What follows belongs to an exercise in optimizing a design on an open flow for small area and a short achievable clock period; a production flow would make more cautious choices. Where RTL was checked, it was by simulation tests only, not by an equivalence proof against the original.

## job 2579
==> flow/design.v <==
`timescale 1ns/1ps
module sra16 (
    input  wire [31:0] d,
    input  wire [3:0]  h,
    input  wire [3:0]  q,
    output wire [31:0] o
);
    wire [46:0] de = {{15{d[31]}}, d};
    wire [46:0] m;
    genvar k;
    generate
        for (k = 0; k < 44; k = k + 1) begin : lo
            assign m[k] = (h[0] & de[k]) | (h[1] & de[k+1]) | (h[2] & de[k+2]) | (h[3] & de[k+3]);
        end
        for (k = 44; k < 47; k = k + 1) begin : hi
            assign m[k] = d[31];
        end
        for (k = 0; k < 32; k = k + 1) begin : out
            assign o[k] = (q[0] & m[k]) | (q[1] & m[k+4]) | (q[2] & m[k+8]) | (q[3] & m[k+12]);
        end
    endgenerate
endmodule
module cordic_cos (
    input  wire        clk,
    input  wire        rst,
    input  wire [31:0] angle_in,
    output reg  [31:0] cos_out,
    output reg  [31:0] sin_out
);
    localparam [31:0] K = 32'h4DBA76D0;
    reg [4:0] c;
    wire load = c[4] & c[0];
    wire publ = c[4] & ~c[0];
    always @(posedge clk or posedge rst) begin
        if (rst)
            c <= 5'd17;
        else if (c[4])
            c <= c[0] ? 5'd0 : 5'd17;
        else
            c <= c + 5'd1;
    end
    reg [31:0] atan;
    always @(*) begin
        case (c[3:0])
            4'd0:  atan = 32'h3243F6A9;
            4'd1:  atan = 32'h1DAC6705;
            4'd2:  atan = 32'h0FADBAFC;
            4'd3:  atan = 32'h07F56EA6;
            4'd4:  atan = 32'h03FEAB76;
            4'd5:  atan = 32'h01FFD55B;
            4'd6:  atan = 32'h00FFFABA;
            4'd7:  atan = 32'h007FFFD5;
            4'd8:  atan = 32'h003FFFFF;
            4'd9:  atan = 32'h001FFFFF;
            4'd10: atan = 32'h000FFFFF;
            4'd11: atan = 32'h0007FFFF;
            4'd12: atan = 32'h0003FFFF;
            4'd13: atan = 32'h0001FFFF;
            4'd14: atan = 32'h0000FFFF;
            default: atan = 32'h00007FFF;
        endcase
    end
    wire [3:0] snext = (load | c[4]) ? 4'd0 : c[3:0] + 4'd1;
    wire [3:0] hn = 4'b0001 << snext[1:0];
    wire [3:0] qn = 4'b0001 << snext[3:2];
    reg  [3:0] hx, qx, hyn, qyn;
    always @(posedge clk) begin
        hx  <= hn;
        qx  <= qn;
        hyn <= ~hn;
        qyn <= ~qn;
    end
    reg [31:0] x, y, z;
    wire [31:0] xs, ys;
    sra16 shx (.d(x), .h(hx), .q(qx), .o(xs));
    sra16 shy (.d(y), .h(~hyn), .q(~qyn), .o(ys));
    wire [31:0] sx = {32{~z[31]}};    
    wire [31:0] sy = {32{z[31]}};     
    wire [31:0] ax = x ^ sx, ay = y ^ sy, az = z ^ sx;
    wire [31:0] cx = (ax + ys) ^ ax ^ ys;        
    wire [31:0] cy = (ay + xs) ^ ay ^ xs;
    wire [31:0] cz = (az + atan) ^ az ^ atan;
    wire [31:0] xn = x ^ ys ^ cx;
    wire [31:0] yn = y ^ xs ^ cy;
    wire [31:0] zn = z ^ atan ^ cz;
    always @(posedge clk) begin
        if (load) begin
            x <= K;
            y <= 32'd0;
            z <= angle_in;
        end else begin
            x <= xn;
            y <= yn;
            z <= zn;
        end
    end
    always @(posedge clk or posedge rst) begin
        if (rst) begin
            cos_out <= 32'd0;
            sin_out <= 32'd0;
        end else if (publ) begin
            cos_out <= x;
            sin_out <= y;
        end
    end
endmodule
export LEC_CHECK = 0
export CAP_MARGIN = 20
export CORE_MARGIN = 2
export CORE_UTILIZATION = 40
export SLEW_MARGIN = 20
create_clock -name core_clock -period 10.0 [get_ports {clk}]
standard.sh (not shown) runs the stock make flow with config.mk's settings and CLKGATE_MAP_FILE= SYNTH_SCRIPT=/design/flow/synth_recipe.tcl, a recipe that flattens the netlist after the stock synthesis.
==> flow/flow/run.sh <==
#!/bin/bash
# Standard ORFS layout (the standard.sh and its settings), with these changes:
# - adders use Yosys's default Brent-Kung carry network instead of ORFS's Kogge-Stone
#   extra map (SYNTH_OPERATIONS_ARGS set, so synth.tcl adds no -extra-map);
# - ABC maps for delay (flow/abc_map.script, classic delay-driven "map") instead of
#   ORFS's speed script;
# - ports are buffered with buf_1 (resized later as timing needs);
# - repair_timing aims for a larger setup margin (flow/margin.txt).
# The SDC, period and all other steps are the standard flow's own.
set -euo pipefail
W=$PWD
export MY_ABC_SCRIPT=$W/flow/abc_map.script
M=$(cat $W/flow/margin.txt)
bash $W/standard.sh SYNTH_SCRIPT=$W/flow/my_synth.tcl SYNTH_OPERATIONS_ARGS=-nofsm \
  SETUP_SLACK_MARGIN=$M "BUFFER_PORTS_ARGS=-buffer_cell sky130_fd_sc_hd__buf_1" \
  finish > $W/flow_standard.log 2>&1
==> flow/flow/abc_map.script <==
strash
dch
map -B 0.9 {D}
topo
stime -c
buffer -c
upsize -c {D}
dnsize -c {D}
stime -c
==> flow/flow/margin.txt <==
6.8
==> flow/flow/my_synth.tcl <==
proc synth {args} { yosys synth -nofsm -noshare {*}$args }
proc abc {args} {
  set new {}
  set skip 0
  foreach a $args {
    if {$skip} { set skip 0; lappend new $::env(MY_ABC_SCRIPT); continue }
    if {$a eq "-script"} { set skip 1; lappend new $a; continue }
    lappend new $a
  }
  if {[info exists ::env(MY_ABC_D)]} {
    set i [lsearch $new -D]
    if {$i >= 0} { set new [lreplace $new $i [expr {$i+1}]] }
    lappend new -D $::env(MY_ABC_D)
  }
  puts "MY ABC: $new"
  yosys abc {*}$new
}
source $::env(SCRIPTS_DIR)/synth.tcl
# left out here: clear keep_hierarchy, flatten, clean up, hide names made inside functions, write 1_2_yosys.v
#### Input delta (job 4488 over job 2579)
==> flow/flow/run.sh <==
#!/bin/bash
# The standard layout (standard.sh, with its config and SDC), with these changes:
# - synthesis runs ORFS's synth.tcl through flow/my_synth.tcl, which differs from
#   synth_recipe.tcl only in the ABC script: flow/abc_map.script (delay-driven
#   mapping) with the delay target in flow/abc_d.txt;
# - repair_timing aims for the setup margin in flow/margin.txt;
# - flow/make_args.txt: further ORFS variables, one per line (port buffer cell, ...).
# The clock period, SDC, reset and I/O constraints are the standard flow's own.
set -euo pipefail
W=$PWD
export MY_ABC_SCRIPT=$W/flow/abc_map.script
export MY_ABC_D=$(cat $W/flow/abc_d.txt)
M=$(cat $W/flow/margin.txt)
ARGS=()
while IFS= read -r line; do [ -n "$line" ] && ARGS+=("$line"); done < $W/flow/make_args.txt
bash $W/standard.sh SYNTH_SCRIPT=$W/flow/my_synth.tcl SETUP_SLACK_MARGIN=$M "${ARGS[@]}" \
  finish > $W/flow_standard.log 2>&1
==> flow/flow/abc_d.txt (new file) <==
1000
==> flow/flow/make_args.txt (new file) <==
BUFFER_PORTS_ARGS=-buffer_cell sky130_fd_sc_hd__buf_1
ADDER_MAP_FILE=
## What came out
Of job 2579 and job 4488, the run reporting the lower number of tapcells was job 2579. Going from job 2579 to job 4488, first-iteration DRC count shows an increase of 9.4%; synthesized area saw an increase; share of final-layout standard cells stronger than drive strength 1 saw a decrease. Higher core utilization goes to job 2579 over job 4488. In job 4488 relative to job 2579, detailed-routing wirelength on met1 had gone up by more than half.
Input-level comparison between job 6699 and job 4488:
==> flow/flow/run.sh <==
#!/bin/bash
# Standard ORFS layout (the standard.sh and its settings), with these changes:
# - adders use Yosys's default Brent-Kung carry network instead of ORFS's Kogge-Stone
#   extra map (SYNTH_OPERATIONS_ARGS set, so synth.tcl adds no -extra-map);
# - ABC maps for delay (flow/abc_map.script, classic delay-driven "map") instead of
#   ORFS's speed script;
# - ports are buffered with buf_1 (resized later as timing needs);
# - repair_timing aims for a larger setup margin (flow/margin.txt).
# The SDC, period and all other steps are the standard flow's own.
set -euo pipefail
W=$PWD
export MY_ABC_SCRIPT=$W/flow/abc_map.script
M=$(cat $W/flow/margin.txt)
bash $W/standard.sh SYNTH_SCRIPT=$W/flow/my_synth.tcl SYNTH_OPERATIONS_ARGS=-nofsm \
  SETUP_SLACK_MARGIN=$M "BUFFER_PORTS_ARGS=-buffer_cell sky130_fd_sc_hd__buf_1" \
  finish > $W/flow_standard.log 2>&1
==> flow/flow/margin.txt <==
6.5
removed: flow/flow/abc_d.txt
removed: flow/flow/make_args.txt
Findings:
- STATUS highest clock frequency the design can meet: job 6699 loses against job 4488
- Final non-filler cell area: job 4488 and job 6699 compared, higher one is job 4488
- Side by side, synthesized cell count turned out lower in job 6699 than in job 4488.
- Minimum setup slack after placement: job 6699 vs job 4488 down 1.23 ns
- In the reports for job 4488 and job 6699, the smaller floorplan die area belongs to job 6699.
- Diff job 4488 -> job 6699 | final-layout worst hold slack | decrease of 0.0044 ns
- The run showing the greater final critical-path required period is job 6699.
Setup changes, job 6699 to job 3074
==> flow/flow/run.sh <==
#!/bin/bash
# The standard layout (standard.sh, with its config and SDC), with these changes:
# - synthesis runs ORFS's synth.tcl through flow/my_synth.tcl, which differs from
#   synth_recipe.tcl only in the ABC script: flow/abc_map.script (delay-driven
#   mapping) with the delay target in flow/abc_d.txt;
# - repair_timing aims for the setup margin in flow/margin.txt;
# - flow/make_args.txt: further ORFS variables, one per line (port buffer cell, ...).
# The clock period, SDC, reset and I/O constraints are the standard flow's own.
set -euo pipefail
W=$PWD
export MY_ABC_SCRIPT=$W/flow/abc_map.script
export MY_ABC_D=$(cat $W/flow/abc_d.txt)
M=$(cat $W/flow/margin.txt)
ARGS=()
while IFS= read -r line; do [ -n "$line" ] && ARGS+=("$line"); done < $W/flow/make_args.txt
bash $W/standard.sh SYNTH_SCRIPT=$W/flow/my_synth.tcl SETUP_SLACK_MARGIN=$M "${ARGS[@]}" \
  finish > $W/flow_standard.log 2>&1
==> flow/flow/abc_d.txt (new file) <==
1500
-- flow/flow/abc_map.script --
<<< job 6699, line 3
map -B 0.9 {D}
>>> job 3074, line 3
amap
==> flow/flow/make_args.txt (new file) <==
BUFFER_PORTS_ARGS=-buffer_cell sky130_fd_sc_hd__buf_1
ADDER_MAP_FILE=
==> flow/flow/margin.txt <==
6.8
--- outcome ---
Job 3074 ended with every stage complete and zero timing, DRC or antenna violations.
Area added between synthesis and finish (lower): job 6699
Min worst-case hold slack across job 3074 and job 6699: job 6699
Of the two candidates, job 6699 has the better cell area and job 3074 the worse one.
Diff job 6699 -> job 3074: sum of met3 wire segment lengths after detailed routing increased by 130% relative to the old numbers; depth of the critical timing path with buffers and inverters included decreased by 1 relative to the old numbers; final worst-path setup slack increased by 0.14 ns relative to the old numbers; width of the die increased by about 3.7% relative to the old numbers.
Of job 3074 and job 6699, the run reporting the lower post-synth net total was job 6699.
Highest metal layer used by the detailed router = met5: job 3074; highest metal layer used by the detailed router = met4: job 6699
No run of this note included a check of the RTL's function; only the layout flow was run.


RTL: the design.v shown in full above, as it stands there.
export LEC_CHECK = 0
export CAP_MARGIN = 20
export CORE_MARGIN = 2
export CORE_UTILIZATION = 65
export SLEW_MARGIN = 20
create_clock -name core_clock -period 10.0 [get_ports {clk}]
==> flow/flow/run.sh <==
#!/bin/bash
# Standard ORFS layout (the standard.sh and its settings), with these changes:
# - ABC maps for delay (flow/abc_map.script, classic delay-driven "map") instead of
#   ORFS's speed script;
# - ports are buffered with buf_1 (resized later as timing needs);
# - repair_timing aims for a larger setup margin up to CTS (flow/margin_cts.txt) than
#   after global routing (flow/margin_grt.txt);
# - flow/extra.txt: further ORFS variables for the steps after CTS.
# The SDC, period and all other steps are the standard flow's own.
set -euo pipefail
W=$PWD
export MY_ABC_SCRIPT=$W/flow/abc_map.script
M1=$(cat $W/flow/margin_cts.txt)
M2=$(cat $W/flow/margin_grt.txt)
EXTRA=$(cat $W/flow/extra.txt)
bash $W/standard.sh SYNTH_SCRIPT=$W/flow/my_synth.tcl SETUP_SLACK_MARGIN=$M1 \
  "BUFFER_PORTS_ARGS=-buffer_cell sky130_fd_sc_hd__buf_1" cts > $W/flow_to_cts.log 2>&1
bash $W/standard.sh SYNTH_SCRIPT=$W/flow/my_synth.tcl SETUP_SLACK_MARGIN=$M2 \
  "BUFFER_PORTS_ARGS=-buffer_cell sky130_fd_sc_hd__buf_1" $EXTRA finish > $W/flow_finish.log 2>&1
==> flow/flow/abc_map.script <==
strash
dch
map -B 0.9 {D}
topo
stime -c
buffer -c
upsize -c {D}
dnsize -c {D}
stime -c
==> flow/flow/extra.txt <==
==> flow/flow/margin_cts.txt <==
7.0
==> flow/flow/margin_grt.txt <==
6.0
Scripts as last shown in full above: flow/flow/my_synth.tcl
Then changed:
==> flow/flow/run.sh (replaced) <==
#!/bin/bash
# The standard layout (standard.sh, with its config and SDC), with these changes:
# - synthesis runs ORFS's synth.tcl through flow/my_synth.tcl, which differs from
#   synth_recipe.tcl only in the ABC script: flow/abc_map.script (delay-driven
#   mapping) with the delay target in flow/abc_d.txt;
# - repair_timing aims for the setup margin in flow/margin.txt;
# - flow/make_args.txt: further ORFS variables, one per line (port buffer cell, ...).
# The clock period, SDC, reset and I/O constraints are the standard flow's own.
set -euo pipefail
W=$PWD
export MY_ABC_SCRIPT=$W/flow/abc_map.script
export MY_ABC_D=$(cat $W/flow/abc_d.txt)
M=$(cat $W/flow/margin.txt)
ARGS=()
while IFS= read -r line; do [ -n "$line" ] && ARGS+=("$line"); done < $W/flow/make_args.txt
bash $W/standard.sh SYNTH_SCRIPT=$W/flow/my_synth.tcl SETUP_SLACK_MARGIN=$M "${ARGS[@]}" \
  finish > $W/flow_standard.log 2>&1
==> flow/flow/abc_d.txt (new file) <==
2000
==> flow/flow/make_args.txt (new file) <==
BUFFER_PORTS_ARGS=-buffer_cell sky130_fd_sc_hd__buf_1
CTS_ARGS=-sink_clustering_enable -repair_clock_nets -dont_use_dummy_load
==> flow/flow/margin.txt (new file) <==
6.8
CORE_UTILIZATION = 40   (was 65)
removed: flow/flow/extra.txt
removed: flow/flow/margin_cts.txt
removed: flow/flow/margin_grt.txt
After rerunning: Core utilization drops by 26 points; fmax climbs by 11%; first-iteration DRC count goes down by 24%; cell area went up by 4.0%; cell count increases by 7.9%; synthesized area does not change; register-to-register slack improves by 350 ps; setup slack improves by 350 ps; non-clock buffer count increases by 36; count of clock-buffer cells in the layout came out lower by 5.
Then changed:
==> flow/flow/run.sh (replaced) <==
#!/bin/bash
# Standard ORFS layout, with these changes: ABC maps for delay (flow/abc_map.script,
# classic delay-driven "map") instead of ORFS's speed script, ports are buffered with
# buf_1 (resized later as timing needs), and repair_timing aims for a larger setup
# margin. The SDC, period and all other steps are the standard flow's own.
set -euo pipefail
W=$PWD
export MY_ABC_SCRIPT=$W/flow/abc_map.script
export MY_ABC_D=2000
MARGIN=$(cat $W/flow/margin.txt)
bash $W/standard.sh SYNTH_SCRIPT=$W/flow/my_synth.tcl SETUP_SLACK_MARGIN=$MARGIN \
  "BUFFER_PORTS_ARGS=-buffer_cell sky130_fd_sc_hd__buf_1" finish > $W/flow_standard.log 2>&1
==> flow/flow/margin.txt (replaced) <==
7.0
removed: flow/flow/abc_d.txt
removed: flow/flow/make_args.txt
After rerunning: Via count grows by 4.6%. Global-route usage grows by 0.63 points.
Then changed:
==> flow/flow/margin.txt (replaced) <==
6.8
- area after synthesis does not change
- sequential share of layout area went up by 2.5 points
- setup slack degrades by 64 ps
- routed wire length went down by a few percent
- utilization came out lower by 6.4 points
- count of clock-buffer cells in the layout stays the same
- final area went down by roughly a tenth
- global-route usage came out lower by 0.48 points
- critical path depth goes down by 4
No functional check of the RTL was part of any run of this note.


Setup of violet:
cordic_cos, a different RTL version from the one above (not shown whole).
Size in the first run: about 2000 cells after synthesis, ~180 flip-flops, ~14000 um^2 of cells after synthesis.
export LEC_CHECK = 0
export CAP_MARGIN = 20
export CORE_MARGIN = 2
export CORE_UTILIZATION = 40
export SLEW_MARGIN = 20
create_clock -name core_clock -period 10.0 [get_ports {clk}]
==> flow/flow/run.sh <==
#!/bin/bash
# The standard layout (standard.sh, with its config and SDC), with these changes:
# - synthesis runs ORFS's synth.tcl through flow/my_synth.tcl, which differs from
#   synth_recipe.tcl only in the ABC script: flow/abc_map.script (delay-driven
#   mapping) with the delay target in flow/abc_d.txt;
# - repair_timing aims for the setup margin in flow/margin.txt;
# - flow/make_args.txt: further ORFS variables, one per line (port buffer cell, ...).
# The clock period, SDC, reset and I/O constraints are the standard flow's own.
set -euo pipefail
W=$PWD
export MY_ABC_SCRIPT=$W/flow/abc_map.script
export MY_ABC_D=$(cat $W/flow/abc_d.txt)
M=$(cat $W/flow/margin.txt)
ARGS=()
while IFS= read -r line; do [ -n "$line" ] && ARGS+=("$line"); done < $W/flow/make_args.txt
bash $W/standard.sh SYNTH_SCRIPT=$W/flow/my_synth.tcl SETUP_SLACK_MARGIN=$M "${ARGS[@]}" \
  finish > $W/flow_standard.log 2>&1
==> flow/flow/abc_d.txt <==
2000
==> flow/flow/make_args.txt <==
BUFFER_PORTS_ARGS=-buffer_cell sky130_fd_sc_hd__buf_1
CTS_ARGS=-sink_clustering_enable -repair_clock_nets -dont_use_dummy_load
==> flow/flow/margin.txt <==
6.2
Scripts as last shown in full above: flow/flow/abc_map.script, flow/flow/my_synth.tcl
For quartz, these inputs were changed with respect to violet:
- CORE_UTILIZATION: 40 -> 50
==> flow/flow/margin.txt <==
6.5
Notes after the runs:
violet | stages: all done | timing, DRC, antenna: all pass
quartz: all stages complete, timing, DRC and antenna checks passed
There was hardly any difference in clock latency of the later-clocked register in the worst-skew pair between quartz and violet.
In the reports for violet and quartz, the larger post-detailed-route via-to-cell ratio belongs to quartz.
violet and quartz ended up with nearly the same number of synthesized flops with an enable pin.
Area: quartz vs violet -> quartz larger
Inputs modified between quartz and harbor:
- CORE_UTILIZATION: 50 -> 40
==> flow/flow/margin.txt <==
7.0
==> comparison <==
The run showing the greater die area is harbor. harbor vs quartz: minimum setup slack among reg-to-reg paths up. Looking only at fraction of area in multi-input gates, and setting everything else aside, the lower value of harbor and quartz goes to harbor. The setup slack at placement of quartz and that of harbor are within noise of each other. Non-clock buffer count | harbor above quartz.
Edits applied to the flow inputs when going from harbor to sierra:
- changing CAP_MARGIN from 20 to 5
- changing SLEW_MARGIN from 20 to 5
==> flow/flow/margin.txt <==
6.6
Findings:
Status | sierra and harbor | clean. Of the two values seen for highest-delay cell along the critical path, sky130_fd_sc_hd__dfstp_2 was produced by harbor and sky130_fd_sc_hd__a221oi_4 by sierra. The sequential share of layout area of sierra exceeds that of harbor by 3.6 points. Summary of sierra over harbor: post-synthesis to final-layout area growth now sits lower, number of vias after detailed routing now sits lower. harbor → sierra: post-route cell area fell 15%, detail-routed net length per standard cell now sits lower, achievable clock frequency went down by about 6%.

-- static timing again, ports no longer ideal --
The results above use ideal ports. As a check the final layouts listed here were re-extracted and re-timed, cells and wires unchanged.
Step 1 assumes that a clkbuf_16 drives the clock port and a buf_2 every other input.
Step 2 also shifts input and output timing later by t, the mid clock arrival at the registers, as if the neighbouring blocks saw the same clock.
a / b / c = ideal ports / drivers / drivers and shift; a / b = the first two.
run	shift t [ns]	setup slack, ns	worst hold slack (ns)	worst setup path at the end
job 2579	0.514	6.175 / 6.175 / 6.175	0.482 / 0.482 / 0.482	register to register
job 4488	0.567	6.895 / 6.837 / 6.984	0.483 / 0.483 / 0.483	register to register
job 6699	0.506	6.089 / 6.089 / 6.089	0.478 / 0.478 / 0.478	register to register
job 3074	0.521	6.231 / 6.231 / 6.231	0.525 / 0.525 / 0.525	register to register
the first run of note 2	0.497	6.536 / 6.536 / 6.536	0.481 / 0.481 / 0.481	register to register
the second run of note 2	0.502	6.886 / 6.886 / 6.886	0.483 / 0.483 / 0.483	register to register
the third run of note 2	0.519	6.920 / 6.890 / 6.920	0.484 / 0.484 / 0.484	register to register
the fourth run of note 2	0.519	6.856 / 6.856 / 6.856	0.484 / 0.484 / 0.484	register to register
violet	0.497	6.391 / 6.391 / 6.391	0.481 / 0.481 / 0.481	register to register
quartz	0.495	6.685 / 6.685 / 6.685	0.479 / 0.479 / 0.479	register to register
harbor	0.496	6.941 / 6.941 / 6.941	0.481 / 0.481 / 0.481	register to register
sierra	0.490	6.738 / 6.738 / 6.738	0.479 / 0.479 / 0.479	register to register
After both steps every run listed still meets setup and hold.
